Source: an optimization exercise on an open RTL-to-GDS flow (aim: small area). Production flows keep margins and buffers that such runs may drop. Where RTL was checked, it was by simulation tests only, not by an equivalence proof against the original. Power is estimated from default activity; no workload was simulated.

Setup of the reference run:
==> module Edge_Detection_Top, before the edit <==
module Edge_Detection_Top #(
    parameter WIDTH   = 8,
    parameter H_RES   = 80,
    parameter V_RES   = 120,
    parameter TH_HIGH = 40,
    parameter TH_LOW  = 20
) (
    input  logic             clk,
    input  logic             rstn,
    input  logic             i_vsync,
    input  logic             i_hsync,
    input  logic             i_de,
    input  logic [WIDTH-1:0] i_r_data,
    input  logic [WIDTH-1:0] i_g_data,
    input  logic [WIDTH-1:0] i_b_data,
    output logic             o_vsync,
    output logic             o_hsync,
    output logic             o_de,
    output logic [WIDTH-1:0] o_data
);
    localparam int SD = 2 * H_RES + 13;  
    localparam int L2 = 2 * H_RES + 2;   
    logic [SD-1:0] vd, hd, sd;
    always_ff @(posedge clk) begin
        vd <= {vd[SD-2:0], i_vsync};
        hd <= {hd[SD-2:0], i_hsync};
        sd <= {sd[SD-2:0], i_de};
    end
    assign o_vsync = vd[SD-1];
    assign o_hsync = hd[SD-1];
    assign o_de    = sd[SD-1];
    wire en_g = sd[0];   
    wire en_s = sd[3];   
    wire en_n = sd[4];   
    logic [7:0] gray;
    logic [15:0] gsum, rr, gg, bb, rb;
    assign rr = 16'(i_r_data);
    assign gg = 16'(i_g_data);
    assign bb = 16'(i_b_data);
    assign rb = rr + bb;
    assign gsum = (rr << 6) + (bb << 4) + (rb << 3) + (rb << 2) + rb
                + (gg << 7) + (gg << 4) + (gg << 2) + (gg << 1);
    always_ff @(posedge clk) gray <= gsum[15:8];
    localparam int GL = 2 * H_RES;
    logic [8*GL-1:0] gc;      
    logic [9:0] vnew, va, vb;
    logic [11:0] gconv;
    logic [7:0] g1, g2, g3;   
    always_comb begin
        vnew  = 10'(gc[8*((GL)-1)+:8]) + 10'({gc[8*((H_RES)-1)+:8], 1'b0}) + 10'(gray);
        gconv = 12'(vb) + 12'({va, 1'b0}) + 12'(vnew);
    end
    always_ff @(posedge clk) begin
        if (en_g) begin
            gc <= {gc[8*GL-9:0], gray};
            va <= vnew;
            vb <= va;
            g1 <= gconv[11:4];
            g2 <= g1;
            g3 <= g2;
        end
    end
    logic [8*L2-1:0] sc;
    always_ff @(posedge clk) if (en_s) sc <= {sc[8*L2-9:0], g3};
    logic [9:0] sp, sn, tp, tn;
    logic signed [10:0] ss, tt;
    always_comb begin
        sp = 10'(g3) + 10'(sc[8*((H_RES)-1)+:8]) + 10'(sc[8*((1)-1)+:8]);                   
        sn = 10'(sc[8*((L2)-1)+:8]) + 10'(sc[8*((H_RES+2)-1)+:8]) + 10'(sc[8*((L2-1)-1)+:8]);  
        tp = 10'(sc[8*((L2-2)-1)+:8]) + 10'(sc[8*((H_RES)-1)+:8]) + 10'(sc[8*((L2-1)-1)+:8]);  
        tn = 10'(sc[8*((2)-1)+:8]) + 10'(sc[8*((H_RES+2)-1)+:8]) + 10'(sc[8*((1)-1)+:8]);     
    end
    always_ff @(posedge clk) begin
        ss <= $signed({1'b0, sp}) - $signed({1'b0, sn});
        tt <= $signed({1'b0, tp}) - $signed({1'b0, tn});
    end
    logic [9:0] as, at, ma, mb;
    logic s_ge_t;
    logic [11:0] mb3;
    logic [7:0] mag;
    logic [1:0] dir;
    always_comb begin
        as   = ss[10] ? 10'(-ss) : 10'(ss);
        at   = tt[10] ? 10'(-tt) : 10'(tt);
        s_ge_t = as >= at;
        ma   = s_ge_t ? as : at;
        mb   = s_ge_t ? at : as;
        mb3  = 12'(mb) + 12'({mb, 1'b0});
        mag  = (ma[9:8] != 2'b0) ? 8'hFF : ma[7:0];
        if (mb3 > 12'(ma)) dir = (ss[10] == tt[10]) ? 2'd0 : 2'd2;
        else dir = s_ge_t ? 2'd3 : 2'd1;
    end
    localparam int LM = H_RES + 1;
    logic [8*LM-1:0] mc;        
    logic [3:0] older_ok;       
    logic [H_RES-1:0] fl;       
    logic [2*H_RES-1:0] dl;     
    logic res;
    logic [7:0] ctr, nb;
    logic f_new, res_new;
    logic [1:0] dold;
    always_comb begin
        f_new = older_ok[dir] & ((dir != 2'd0) | (mc[8*((1)-1)+:8] >= mag));
        dold = dl[2*H_RES-1 -: 2];
        ctr  = mc[8*((LM)-1)+:8];
        case (dold)
            2'd1:    nb = mc[8*((2)-1)+:8];
            2'd2:    nb = mc[8*((1)-1)+:8];
            2'd3:    nb = mag;
            default: nb = 8'd0;
        endcase
        res_new = fl[H_RES-1] & (ctr >= nb);
    end
    always_ff @(posedge clk) begin
        if (en_n) begin
            mc <= {mc[8*LM-9:0], mag};
            older_ok[0] <= (mag >= TH_HIGH) & (mag >= mc[8*((1)-1)+:8]);
            older_ok[1] <= (mag >= TH_HIGH) & (mag >= mc[8*((H_RES-1)-1)+:8]);
            older_ok[2] <= (mag >= TH_HIGH) & (mag >= mc[8*((H_RES)-1)+:8]);
            older_ok[3] <= (mag >= TH_HIGH) & (mag >= mc[8*((H_RES+1)-1)+:8]);
            fl <= {fl[H_RES-2:0], f_new};
            dl <= {dl[2*H_RES-3:0], dir};
            res <= res_new;
        end
    end
    logic [5:0] od;
    always_ff @(posedge clk) od <= {od[4:0], en_n & res};
    assign o_data = {WIDTH{od[5]}};
endmodule
Settings: LEC_CHECK=0, CAP_MARGIN=10, CORE_MARGIN=2, CORE_UTILIZATION=60, PLACE_DENSITY=0.7, SLEW_MARGIN=10; clock period 10.0 ns.
standard.sh (not shown) runs the stock make flow with config.mk's settings and CLKGATE_MAP_FILE= SYNTH_SCRIPT=/design/flow/synth_recipe.tcl, a recipe that flattens the netlist after the stock synthesis.
==> flow/flow/run.sh <==
#!/bin/bash
# Standard ORFS layout (the standard.sh, standard synthesis), except for
# the make variables in flow/opts.sh: clock tree synthesis with small clock
# buffers and no dummy balancing loads, and small port buffers.
# Each step's output goes to a log file of its own in this folder.
set -euo pipefail
cd "$(dirname "$0")/.."
source flow/opts.sh
for step in synth floorplan place cts finish; do
  bash standard.sh "${ARGS[@]}" $step > $step.log 2>&1
done
==> flow/flow/opts.sh <==
ARGS=(
  "CTS_ARGS=-sink_clustering_enable -repair_clock_nets -dont_use_dummy_load -buf_list sky130_fd_sc_hd__clkbuf_4 -sink_clustering_size 10 -sink_clustering_max_diameter 50"
  "BUFFER_PORTS_ARGS=-buffer_cell sky130_fd_sc_hd__buf_1"
)
diff inputs: the reference run => the trial run
--- a/flow/design.v
+++ b/flow/design.v
@@ -64,15 +64,15 @@
     logic [8*L2-1:0] sc;
     always_ff @(posedge clk) if (en_s) sc <= {sc[8*L2-9:0], g3};
-    logic [9:0] sp, sn, tp, tn;
+    logic signed [9:0] dfd, dhb, dia, dcg;
     logic signed [10:0] ss, tt;
     always_comb begin
-        sp = 10'(g3) + 10'(sc[8*((H_RES)-1)+:8]) + 10'(sc[8*((1)-1)+:8]);                   
-        sn = 10'(sc[8*((L2)-1)+:8]) + 10'(sc[8*((H_RES+2)-1)+:8]) + 10'(sc[8*((L2-1)-1)+:8]);  
-        tp = 10'(sc[8*((L2-2)-1)+:8]) + 10'(sc[8*((H_RES)-1)+:8]) + 10'(sc[8*((L2-1)-1)+:8]);  
-        tn = 10'(sc[8*((2)-1)+:8]) + 10'(sc[8*((H_RES+2)-1)+:8]) + 10'(sc[8*((1)-1)+:8]);     
+        dfd = $signed({2'b0, sc[8*((H_RES)-1)+:8]}) - $signed({2'b0, sc[8*((H_RES+2)-1)+:8]});   
+        dhb = $signed({2'b0, sc[8*((1)-1)+:8]}) - $signed({2'b0, sc[8*((L2-1)-1)+:8]});          
+        dia = $signed({2'b0, g3}) - $signed({2'b0, sc[8*((L2)-1)+:8]});                          
+        dcg = $signed({2'b0, sc[8*((L2-2)-1)+:8]}) - $signed({2'b0, sc[8*((2)-1)+:8]});          
     end
     always_ff @(posedge clk) begin
-        ss <= $signed({1'b0, sp}) - $signed({1'b0, sn});
-        tt <= $signed({1'b0, tp}) - $signed({1'b0, tn});
+        ss <= 11'(dia) + 11'(dfd) + 11'(dhb);
+        tt <= 11'(dcg) + 11'(dfd) - 11'(dhb);
     end
     logic [9:0] as, at, ma, mb;
## What came out
Every run in the comparison, the trial run and the reference run, completed the flow with a clean layout. Between the trial run and the reference run, it is the trial run whose combined global-route utilization of all metal layers is higher, by 0.26 points. Summary — post-layout worst setup margin, the trial run relative to the reference run: higher, by 0.090 ns. The clock-net power on the trial run is in line with that on the reference run. Cmp the trial run and the reference run / sequential share of layout area / higher: the reference run. | register-to-register slack | the trial run vs the reference run | 0.09 ns higher |. The synthesized area was comparable across the trial run and the reference run. When the trial run is set beside the reference run, its portion of the clock cycle consumed by the worst path in the final layout turns out to be 0.90 points smaller. Diff the reference run -> the trial run: routed length on met2 higher, final core utilization about even, multi-input gate count now larger, worst hold slack decreased by 0.027 ns relative to the old numbers.
Only the layout flow was run in the trial run; the RTL was not checked for function there.

re-timing with driven ports:
The flow's constraints put no driver on any port. The routed layouts listed below were extracted and timed again, unchanged, in two steps.
Step 1 (the two cells are an assumption about what drives the block):
set clk [get_ports {clk}]
set_driving_cell -lib_cell sky130_fd_sc_hd__clkbuf_16 $clk
set_driving_cell -lib_cell sky130_fd_sc_hd__buf_2 [delete_from_list [all_inputs] $clk]
Step 2, shift: input delay + t, output delay - t, t = (earliest + latest rising clock arrival at the registers) / 2. This alone moves slack from input paths to output paths.
a / b / c = ideal ports / drivers / drivers and shift; a / b = the first two.
| run | shift t [ns] | setup WS [ns] | worst setup path at the end | latest minus earliest clock arrival (ns) | cell pins on the clock port's net |
|---|---|---|---|---|---|
| the reference run | 1.409 | 2.671 / 2.671 / 2.094 | input to register | 0.172 / 0.172 | 1 |
| the trial run | 1.368 | 2.761 / 2.761 / 2.315 | input to register | 0.158 / 0.158 | 1 |
After both steps setup and hold are still met in every run listed. The setup slack of the reference run, which loses most, moves by 0.000 ns with the drivers and by -0.577 ns with both steps.
